This is an optimization exercise on Yosys and OpenROAD, whose aim is a short achievable clock period and few clock cycles, not a production implementation.
The RTL was checked by simulation tests, not by an equivalence proof against the original design.
No activity file was given, so power comes from the tool's default toggle rates.

--- flow/config.mk ---
export PLATFORM = sky130hd
export DESIGN_NAME = rv32i_core
export DESIGN_NICKNAME = rv32i_core
export VERILOG_FILES = /design/flow/design.v
export SDC_FILE = /design/flow/constraint.sdc
export NUM_CORES = 4
export LEC_CHECK = 0
export CAP_MARGIN = 20
export CORE_MARGIN = 2
export CORE_UTILIZATION = 40
export SETUP_SLACK_MARGIN = 0.3
export SLEW_MARGIN = 20
--- flow/constraint.sdc ---
create_clock -name core_clock -period 12.0 [get_ports {clk}]
set_input_delay 2.4000 -clock core_clock [delete_from_list [all_inputs] [get_ports {clk}]]
set_output_delay 2.4000 -clock core_clock [all_outputs]
set_load 0.01 [all_outputs]
--- flow/design.v ---
module btb (
    input  wire        clk,
    input  wire        rst_n,
    input  wire [31:0] pc,
    output wire        hit,
    output wire [1:0]  ctr,
    output wire [31:2] tgt,
    input  wire        we,
    input  wire [11:2] wpc,
    input  wire [31:2] wtgt,
    input  wire [1:0]  wctr
);
    reg         v   [0:31];
    reg  [11:7] tag [0:31];
    reg  [31:2] tg  [0:31];
    reg  [1:0]  ct  [0:31];
    wire [4:0] ri = pc[6:2];
    wire [4:0] wi = wpc[6:2];
    wire [31:0] match;
    genvar gi;
    generate
        for (gi = 0; gi < 32; gi = gi + 1) begin : m
            assign match[gi] = v[gi] && tag[gi] == pc[11:7];
        end
    endgenerate
    assign hit = match[ri] && pc[31:12] == 20'h0;
    assign ctr = ct[ri];
    assign tgt = tg[ri];
    integer i;
    always @(posedge clk or negedge rst_n)
        if (!rst_n)
            for (i = 0; i < 32; i = i + 1) v[i] <= 1'b0;
        else if (we)
            v[wi] <= 1'b1;
    always @(posedge clk)
        if (we) begin
            tag[wi] <= wpc[11:7];
            tg[wi]  <= wtgt;
            ct[wi]  <= wctr;
        end
endmodule
module reg_file (
  input   wire          clk,
  input   wire [4:0]    rs1_addr,
  input   wire [4:0]    rs2_addr,
  input   wire [4:0]    rd_addr,
  input   wire          wr_en,
  input   wire [31:0]   data_in,
  output  wire [31:0]   rs1_out,
  output  wire [31:0]   rs2_out
);
  reg [31:0] regfile [1:31];
  assign rs1_out = (rs1_addr != 5'd0) ? regfile[rs1_addr] : 32'h0;
  assign rs2_out = (rs2_addr != 5'd0) ? regfile[rs2_addr] : 32'h0;
  always @(posedge clk)
    if (wr_en && rd_addr != 5'd0)
      regfile[rd_addr] <= data_in;
endmodule
module lsu (
    input   wire [1:0]    addr,
    input   wire [2:0]    f3,
    input   wire [31:0]   rdata,
    output  wire [31:0]   data
);
    wire [15:0] h = addr[1] ? rdata[31:16] : rdata[15:0];
    wire [7:0]  b = addr[0] ? h[15:8] : h[7:0];
    wire        hs = h[15] & ~f3[2];
    wire        bs = b[7] & ~f3[2];
    assign data = (f3[1:0] == 2'b00) ? {{24{bs}}, b} :
                  (f3[1:0] == 2'b01) ? {{16{hs}}, h} : rdata;
endmodule
module rv32i_core(
    input  wire        clk,
    input  wire        rst_n,
    output wire [31:0] imem_addr,
    input  wire [31:0] imem_rdata,
    output wire [31:0] dmem_addr,
    output wire [31:0] dmem_wdata,
    output wire [3:0]  dmem_wstrb,
    input  wire [31:0] dmem_rdata
);
    reg  [31:0] f_pc;
    reg  [31:0] f_out;     
    reg         d_valid;
    reg  [31:0] d_pc, d_pc4, d_ir;
    reg         d_bhit, d_bpred;
    reg  [1:0]  d_bctr;
    reg  [31:2] d_ptgt;
    reg         e_valid;
    reg  [31:0] e_pc, e_pc4, e_a, e_b, e_sd, e_alt;
    reg  [31:2] e_tgt, e_ptgt;
    reg  [4:0]  e_rd;
    reg         e_wen, e_ld, e_st, e_br, e_jal, e_jalr, e_link, e_pred, e_bad;
    reg         e_bhit, e_bpred;
    reg  [1:0]  e_bctr;
    reg         e_a_fm, e_a_fw, e_b_fm, e_b_fw, e_s_fm, e_s_fw;
    reg  [2:0]  e_f3;
    reg         e_sub, e_sra;
    reg  [7:0]  e_sel;    
    reg  [31:0] m_res, m_wdata;
    reg  [31:0] m_addr;    
    reg  [3:0]  m_wstrb;
    reg  [4:0]  m_rd;
    reg         m_wen, m_ld;
    reg  [2:0]  m_f3;
    reg  [31:0] w_data;
    reg  [4:0]  w_rd;
    reg         w_wen;
    wire        b_hit;
    wire [1:0]  b_ctr;
    wire [31:2] b_tgt;
    reg         b_we;
    reg  [31:2] b_wtgt;
    reg  [1:0]  b_wctr;
    reg  [11:2] b_wpc;
    btb BTB (
        .clk(clk), .rst_n(rst_n),
        .pc(f_pc), .hit(b_hit), .ctr(b_ctr), .tgt(b_tgt),
        .we(b_we), .wpc(b_wpc), .wtgt(b_wtgt), .wctr(b_wctr));
    wire        b_pred = b_hit & b_ctr[1];
    wire [31:0] f_pc4  = f_pc + 32'd4;
    wire [6:0] op  = d_ir[6:0];
    wire [2:0] f3  = d_ir[14:12];
    wire [4:0] rs1 = d_ir[19:15];
    wire [4:0] rs2 = d_ir[24:20];
    wire [4:0] rd  = d_ir[11:7];
    wire is_lui   = op[6:2] == 5'b01101;
    wire is_auipc = op[6:2] == 5'b00101;
    wire is_jal   = op[6:2] == 5'b11011;
    wire is_jalr  = op[6:2] == 5'b11001;
    wire is_br    = op[6:2] == 5'b11000;
    wire is_ld    = op[6:2] == 5'b00000;
    wire is_st    = op[6:2] == 5'b01000;
    wire is_opi   = op[6:2] == 5'b00100;
    wire is_op    = op[6:2] == 5'b01100;
    wire use1 = is_jalr | is_br | is_ld | is_st | is_opi | is_op;
    wire use2 = is_br | is_st | is_op;
    wire wen  = (is_lui | is_auipc | is_jal | is_jalr | is_ld | is_opi | is_op) && rd != 5'd0;
    wire [31:0] imm_i = {{20{d_ir[31]}}, d_ir[31:20]};
    wire [31:0] imm_s = {{20{d_ir[31]}}, d_ir[31:25], d_ir[11:7]};
    wire [31:0] imm_b = {{19{d_ir[31]}}, d_ir[31], d_ir[7], d_ir[30:25], d_ir[11:8], 1'b0};
    wire [31:0] imm_u = {d_ir[31:12], 12'h000};
    wire [31:0] imm_j = {{11{d_ir[31]}}, d_ir[31], d_ir[19:12], d_ir[20], d_ir[30:21], 1'b0};
    wire [31:0] imm = is_st ? imm_s : (is_lui | is_auipc) ? imm_u : imm_i;
    wire [31:0] rf1, rf2;
    reg_file RF (
        .clk(clk), .rs1_addr(rs1), .rs2_addr(rs2),
        .rd_addr(w_rd), .wr_en(w_wen), .data_in(w_data),
        .rs1_out(rf1), .rs2_out(rf2));
    wire [31:0] r1 = (w_wen && w_rd == rs1) ? w_data : rf1;
    wire [31:0] r2 = (w_wen && w_rd == rs2) ? w_data : rf2;
    wire fm1 = e_valid && e_wen && e_rd == rs1;
    wire fm2 = e_valid && e_wen && e_rd == rs2;
    wire fw1 = m_wen && m_rd == rs1;
    wire fw2 = m_wen && m_rd == rs2;
    wire stall = d_valid && e_valid && e_ld && e_wen &&
                 ((use1 && e_rd == rs1) || (use2 && e_rd == rs2));
    wire        id_static = is_br & ~d_bhit & d_ir[31];
    wire        id_pred   = d_bpred | id_static | is_jal;
    wire [31:0] id_tgt    = d_pc + (is_jal ? imm_j : imm_b);
    wire        id_redir  = d_valid && !stall && ((is_jal & ~d_bpred) | id_static);
    wire [31:0] a  = e_a_fm ? m_res : e_a_fw ? w_data : e_a;
    wire [31:0] b  = e_b_fm ? m_res : e_b_fw ? w_data : e_b;
    wire [31:0] sd = e_s_fm ? m_res : e_s_fw ? w_data : e_sd;
    wire [31:0] sum = e_sub ? a - b : a + b;
    wire        ltu = a < b;
    wire        lt  = (a[31] ^ b[31]) ? a[31] : ltu;
    wire        eq  = a == b;
    wire [31:0] sll = a << b[4:0];
    wire signed [31:0] as = a;
    wire [31:0] sra = as >>> b[4:0];
    wire [31:0] srl = a >> b[4:0];
    wire [31:0] sr  = e_sra ? sra : srl;
    wire [31:0] alu = ({32{e_sel[0]}} & sum)
                    | ({32{e_sel[1]}} & sll)
                    | ({32{e_sel[2]}} & {31'h0, lt})
                    | ({32{e_sel[3]}} & {31'h0, ltu})
                    | ({32{e_sel[4]}} & (a ^ b))
                    | ({32{e_sel[5]}} & sr)
                    | ({32{e_sel[6]}} & (a | b))
                    | ({32{e_sel[7]}} & (a & b));
    wire [31:0] ex_res = e_link ? e_pc4 : alu;
    reg taken;
    always @(*) begin
        case (e_f3)
            3'b000:  taken = eq;
            3'b001:  taken = !eq;
            3'b100:  taken = lt;
            3'b101:  taken = !lt;
            3'b110:  taken = ltu;
            3'b111:  taken = !ltu;
            default: taken = 1'b0;
        endcase
    end
    wire [31:2] jc;
    wire [1:0]  lo = {1'b0, a[1]} + {1'b0, b[1]} + {1'b0, a[0] & b[0]};
    assign jc[2] = lo[1];
    genvar gi;
    generate
        for (gi = 3; gi < 32; gi = gi + 1) begin : jcarry
            assign jc[gi] = (a[gi-1] & b[gi-1]) | ((a[gi-1] | b[gi-1]) & ~e_ptgt[gi-1]);
        end
    endgenerate
    wire jalr_ok = e_bpred && ((a[31:2] ^ b[31:2] ^ e_ptgt[31:2]) == jc[31:2]) && !lo[0];
    wire        ex_redir = e_valid && ((e_br && (taken ^ e_pred)) || (e_jalr && !jalr_ok) || e_bad);
    wire [31:0] ex_tgt   = e_jalr ? {sum[31:1], 1'b0} : e_alt;
    wire [1:0] ctr_up = (e_bctr == 2'b11) ? 2'b11 : e_bctr + 2'b01;
    wire [1:0] ctr_dn = (e_bctr == 2'b00) ? 2'b00 : e_bctr - 2'b01;
    wire [1:0] sa = sum[1:0];
    wire [3:0] st_strb = (e_f3[1:0] == 2'b00) ? (4'b0001 << sa) :
                         (e_f3[1:0] == 2'b01) ? (sa[1] ? 4'b1100 : 4'b0011) : 4'b1111;
    wire [31:0] st_data = (e_f3[1:0] == 2'b00) ? {4{sd[7:0]}} :
                          (e_f3[1:0] == 2'b01) ? {2{sd[15:0]}} : sd;
    wire [31:0] f_base = ex_redir ? ex_tgt : id_redir ? id_tgt : stall ? f_pc : f_pc4;
    wire        f_btb  = b_pred && !ex_redir && !id_redir && !stall;
    wire [31:0] f_next = f_btb ? {b_tgt, 2'b00} : f_base;
    wire [31:0] ld_data;
    lsu LSU (.addr(m_res[1:0]), .f3(m_f3), .rdata(dmem_rdata), .data(ld_data));
    assign imem_addr  = f_out;
    assign dmem_addr  = m_addr;
    assign dmem_wdata = m_wdata;
    assign dmem_wstrb = m_wstrb;
    always @(posedge clk or negedge rst_n) begin
        if (!rst_n) begin
            f_pc    <= 32'h0;
            d_valid <= 1'b0;
            e_valid <= 1'b0;
            m_wstrb <= 4'h0;
            m_wen   <= 1'b0;
            m_ld    <= 1'b0;
            w_wen   <= 1'b0;
            b_we    <= 1'b0;
        end else begin
            f_pc <= f_next;
            if (ex_redir || id_redir) d_valid <= 1'b0;
            else if (!stall)          d_valid <= 1'b1;
            e_valid <= d_valid && !stall && !ex_redir;
            m_wstrb <= (e_valid && e_st) ? st_strb : 4'h0;
            m_wen   <= e_valid && e_wen;
            m_ld    <= e_valid && e_ld;
            b_we    <= e_valid && (e_jal || e_jalr || (e_br && (taken || e_bhit)));
            w_wen   <= m_wen;
        end
    end
    always @(posedge clk) begin
        if (!rst_n) f_out <= 32'h0;
        else        f_out <= f_next;
    end
    always @(posedge clk) begin
        if (!stall) begin
            d_ir    <= imem_rdata;
            d_pc    <= f_pc;
            d_pc4   <= f_pc4;
            d_bhit  <= b_hit;
            d_bpred <= b_pred;
            d_bctr  <= b_ctr;
            d_ptgt  <= b_tgt;
        end
        e_pc   <= d_pc;
        e_pc4  <= d_pc4;
        e_a    <= (is_lui) ? 32'h0 : (is_auipc | is_jal) ? d_pc : r1;
        e_b    <= (is_op | is_br) ? r2 : imm;
        e_sd   <= r2;
        e_tgt  <= id_tgt[31:2];
        e_alt  <= id_pred ? d_pc4 : id_tgt;
        e_ptgt <= d_ptgt;
        e_rd   <= rd;
        e_wen  <= wen;
        e_ld   <= is_ld;
        e_st   <= is_st;
        e_br   <= is_br;
        e_jal  <= is_jal;
        e_jalr <= is_jalr;
        e_link <= is_jal | is_jalr;
        e_pred <= id_pred;
        e_bad  <= d_bpred & ~(is_jal | is_br | is_jalr);
        e_bhit <= d_bhit;
        e_bpred <= d_bpred;
        e_bctr <= d_bctr;
        e_a_fm <= use1 && fm1;
        e_a_fw <= use1 && fw1;
        e_b_fm <= (is_op | is_br) && fm2;
        e_b_fw <= (is_op | is_br) && fw2;
        e_s_fm <= fm2;
        e_s_fw <= fw2;
        e_f3   <= f3;
        e_sub  <= (is_op && d_ir[30] && f3 == 3'b000);
        e_sra  <= d_ir[30];
        e_sel  <= (is_op | is_opi) ?
                      {f3 == 3'b111, f3 == 3'b110, f3 == 3'b101, f3 == 3'b100,
                       f3 == 3'b011, f3 == 3'b010, f3 == 3'b001, f3 == 3'b000} :
                      8'h01;
        b_wpc   <= e_pc[11:2];
        b_wtgt  <= e_jalr ? sum[31:2] : e_tgt;
        b_wctr  <= !e_br ? 2'b11 : !e_bhit ? 2'b10 : taken ? ctr_up : ctr_dn;
        m_res   <= ex_res;
        m_addr  <= sum;
        m_wdata <= st_data;
        m_rd    <= e_rd;
        m_f3    <= e_f3;
        w_data <= m_ld ? ld_data : m_res;
        w_rd   <= m_rd;
    end
endmodule
--- flow/flow/run.sh ---
#!/bin/bash
set -uo pipefail
SETUP_MARGIN=7.6
bash standard.sh synth > synth.log 2>&1 || { tail -40 synth.log; exit 1; }
bash standard.sh SETUP_SLACK_MARGIN=$SETUP_MARGIN \
    "BUFFER_PORTS_ARGS=-buffer_cell sky130_fd_sc_hd__buf_4" \
    finish > layout.log 2>&1 || { tail -40 layout.log; exit 1; }
--- flow/standard.sh ---
#!/bin/bash
# synth_recipe.tcl (not shown) runs the flow's synth.tcl, then flattens the netlist and writes it again
# the make line also repeats each setting of config.mk as NAME=value (left out here)
make -C /OpenROAD-flow-scripts/flow DESIGN_CONFIG=/design/flow/config.mk WORK_HOME=/design/flow/orfs CLKGATE_MAP_FILE= SYNTH_SCRIPT=/design/flow/synth_recipe.tcl "${@:-finish}"
==> results.json <==
{
  "status": "finished clean",
  "crit_fanout": 8,
  "final_area_um2": 150000,
  "crit_path_end": "f_out[29]",
  "drv_slew": 0,
  "rows": 208,
  "crit_arrival_ns": 5.58,
  "root_buffer": "clkbuf_16",
  "route.vias.total": 81800,
  "maxCapViolations": 0,
  "syn-num-nets": 8835,
  "drive_above_1_share_pct": 24.8,
  "synth_top_family_by_area": "multiplexers",
  "final_hold_viol_count": 0,
  "synth-compound-area-share_pct": 7.67,
  "first_global_vias": 80200,
  "grt_pass1_wl_um": 613000,
  "ctsLongestPathBuffers": 4,
  "timing.fmax_ghz": 0.209,
  "drt_first_pass_iters": 7,
  "ys_ff_latch": 2868,
  "io_pins": 166,
  "synth_edf_count": 2302,
  "cp-end-kind": "register",
  "cp.required_ns": 12.80,
  "yosysWarnings": 4,
  "synth-simple-area-share_pct": 5.74,
  "route.antenna.remaining_nets": 0,
  "vdd_ir_drop_max_uv": 152,
  "rr_worst_depth": 17,
  "grt_usage_pct": 26.5,
  "synthFlopType": "edfxtp_1",
  "reg2reg_setup_slack_ns": 7.22,
  "timing.final.crit_share_pct": 39.8,
  "avgRoutedWirePerCell_um": 32.7,
  "tns_ns": 0,
  "synth_area_um2": 129000,
  "place_area_um2": 136000,
  "syn_inst": 8609,
  "synth_fa_ha_area_share_pct": 1.75,
  "finalCriticalPeriod_ns": 4.78,
  "avgSynthCellArea_um2": 15.0,
  "synthMuxAreaShare_pct": 17.5,
  "layout.area.seq_um2": 81000,
  "synth_cell_types": 100,
  "p_leak_uw": 0.0513,
  "initial_core_util_pct": 40.1,
  "cts.clk_slew.worst_paths_ns": 0.07,
  "fin_skew_ns": 0.0775,
  "cts_tree": "done",
  "powerDensity_nw_per_um2": 219,
  "drt_first_iter_violations": 10100,
  "htreeDepth": 5,
  "r2r-end": "f_out[29]",
  "drc": 0,
  "async_reset_ff_share_pct": 2.58,
  "die-area_um2": 326000,
  "synth_xor_xnor_area_share_pct": 2.07,
  "numPortBuffers": 163,
  "nNetsFinal": 9142,
  "vias_per_cell": 6.07,
  "cp-start-kind": "register",
  "crit_path_start": "e_a_fw",
  "cts_num_sinks": 2868,
  "cts_buffers": 311,
  "ys_seq_area_share_pct": 62.8,
  "antenna_found_initial": 33,
  "timing.hold.ws_ns": 0.329,
  "tightest_slew_ns": 1.23,
  "overflow": 0,
  "routed_wirelength_um": 441000,
  "grt_max_degree": 154,
  "die_x_um": 571,
  "n_fill_cell": 27700,
  "setup_violations": 0,
  "rsz0062_at_grt": "true",
  "multi_input_area_um2": 47100,
  "fp.coreArea_um2": 321000,
  "area_growth_pct": 16.3,
  "r2r_start": "e_a_fw",
  "slew_headroom_pct": 17.2,
  "hold_class": "register to register",
  "die_h_um": 571,
  "place.gp.congestion": 0.985,
  "clkLatencyLatePin_ns": 0.93,
  "path_class": "register to register",
  "hpwl_um": 272000
}
[stage by stage]
step	instances	setup slack, ns	total power [uW]	utilization, %
after global routing	13500	7.19	33900	46.7
after CTS	13400	7.37	32700	46.4
after floorplan	8609	7.56	18700	-
after detailed placement	12700	5.51	22700	42.3
final	13500	7.22	32800	46.7
after global placement	12700	5.47	22500	42.3
[cell families (layout without fill, tap and decap cells)]
family / after synthesis / count (layout)
flip-flops: 2868 / 2868
AND/OR/NAND/NOR: 1603 / 1604
adder cells (fa/ha/maj): 161 / 161
other: 0 / 10
buffers and inverters: 780 / 1335
AO/OA/AOI/OAI: 1523 / 1525
XOR/XNOR: 304 / 304
multiplexers: 1370 / 1370
[where the power goes]
group	total, uW	internal (uW)	leakage (uW)	switching, uW
Clock	9490	5510	0.00489	3980
Sequential	14300	12800	0.0259	1480
Combinational	9070	3280	0.0205	5790
Total	32800	21600	0.0513	11300
[cells in the final DEF (no fill, tap or decap), types with 70 or more instances in the layout]
master | netlist | routed
edfxtp_1 | 2302 | 2302
mux4_2 | 695 | 695
mux2i_1 | 573 | 545
nor2_1 | 561 | 503
nand2_1 | 492 | 487
a21oi_1 | 488 | 465
buf_4 | 37 | 463
dfxtp_1 | 492 | 453
clkbuf_16 | 0 | 325
o21ai_0 | 252 | 242
inv_1 | 187 | 178
xnor2_1 | 160 | 144
xor2_1 | 144 | 137
a211oi_1 | 122 | 112
mux2_2 | 102 | 99
ha_1 | 128 | 90
nand3_1 | 84 | 82
o221ai_1 | 72 | 71
o22ai_1 | 71 | 70
[Yosys cell counts, drive strengths merged, types with 19 or more instances]
cell / number / area (um2)
a21oi: 489 / 2450
o22ai: 71 / 444
o21ai: 277 / 1390
inv: 193 / 724
xnor2: 160 / 1400
o221ai: 72 / 631
nor2: 561 / 2110
fa: 32 / 641
dfxtp: 492 / 9850
mux4: 695 / 15700
and2: 48 / 300
a31oi: 27 / 169
nand4: 54 / 338
edfxtp: 2302 / 69100
clkbuf: 356 / 1340
nor2b: 40 / 250
nand2: 492 / 1850
o21a: 59 / 443
o31ai: 40 / 300
nand2b: 30 / 188
buf: 227 / 1100
mux2: 102 / 1150
a22oi: 30 / 225
o211ai: 65 / 488
or2: 49 / 307
nand3: 85 / 430
a221o: 21 / 210
nor3: 74 / 370
nor4: 57 / 393
a221oi: 23 / 208
or3: 19 / 119
xor2: 144 / 1260
a21o: 37 / 278
mux2i: 573 / 5740
ha: 128 / 1600
a211oi: 124 / 948
dfrtp: 74 / 1850
nor3b: 19 / 143
and3: 31 / 194
[worst max-delay path, cell delays in order (launching register included)]
cell      delay [ns]
dfxtp_4         0.39
buf_12          0.13
buf_16          0.16
mux2i_1         0.20
o21a_1          0.28
inv_1           0.29
ha_1            0.35
o21ai_1         0.34
nand3_1         0.15
o211a_1         0.27
or4_4           0.52
mux2i_4         0.24
o22a_4          0.22
a211oi_4        0.27
buf_12          0.18
buf_16          0.17
mux2_4          0.33
and2_4          0.15
[state kept, by name, indices dropped and copies added (netlist names), 32 cells and up, named ones only]
name,cells
e_sd,32
e_b,32
d_pc,32
RF.regfile,992
m_wdata,32
BTB.tg,960
e_a,32
e_pc4,32
BTB.ct,64
BTB.tag,160
f_out,32
e_alt,32
m_res,32
f_pc,32
m_addr,32
w_data,32
BTB.v,32
[repair_timing]
item                       4_1_cts  5_1_grt
hold endpoints to repair         0        0
hold buffers                     0        0
pin swaps                       55       53
gates cloned                    20        1
buffers inserted               105       39
resized for setup              359      122
setup endpoints to repair      267      123
[cell type report]
cell class                      instances  area share (%)
Tap cell                             4305            3.60
Multi-Input combinational cell       4964            31.5
Sequential cell                      2868            54.1
Timing Repair inverter                  1         0.00585
Inverter                              197           0.516
Clock buffer                          411            5.81
Antenna cell                           10          0.0167
Timing Repair Buffer                  573            3.66
Clock inverter                        153           0.869
[metal layers]
metal	up-vias	GRT usage, %	wire length [um]
met3	901	4.65	37700
met4	6	13.6	26300
met2	4281	41.5	202000
met1	42300	35.4	174000
met5	-	0	46
li1	34300	-	-
[worst min path at each step]
| stage | cells past startpoint | slack [ns] | startpoint | end |
|---|---|---|---|---|
| 6_report | 0 | 0.33 | e_pc[4] | b_wpc[4] |
| 2_1_floorplan | 0 | 0.31 | e_pc[10] | b_wpc[10] |
| 3_5_place_dp | 0 | 0.31 | e_pc[2] | b_wpc[2] |
| 3_3_place_gp | 0 | 0.32 | e_pc[8] | b_wpc[8] |
| 5_1_grt | 0 | 0.34 | e_pc[9] | b_wpc[9] |
| 4_1_cts | 0 | 0.33 | e_pc[4] | b_wpc[4] |
Testbench counts, summed over its fixed seeds: cycles 69,728.

afterwards: timing with drivers on the ports:
In the flow no input, the clock included, has a driving cell. The finished layout below was timed again as built, in two steps. Step 1 assumes that a clkbuf_16 drives the clock port and a buf_2 every other input. Step 2, shift: input delay + t, output delay - t, t = (earliest + latest rising clock arrival at the registers) / 2. This alone moves slack from input paths to output paths. a / b / c = no drivers / after step 1 / after step 2; a / b = the first two.
shift t [ns]: 0.995
setup WS [ns]: 7.221 / 7.221 / 6.951
worst setup path at the end: input to register
After both steps setup and hold are still met in this run. The setup slack of this run moves by 0.000 ns with the drivers and by -0.270 ns with both steps.
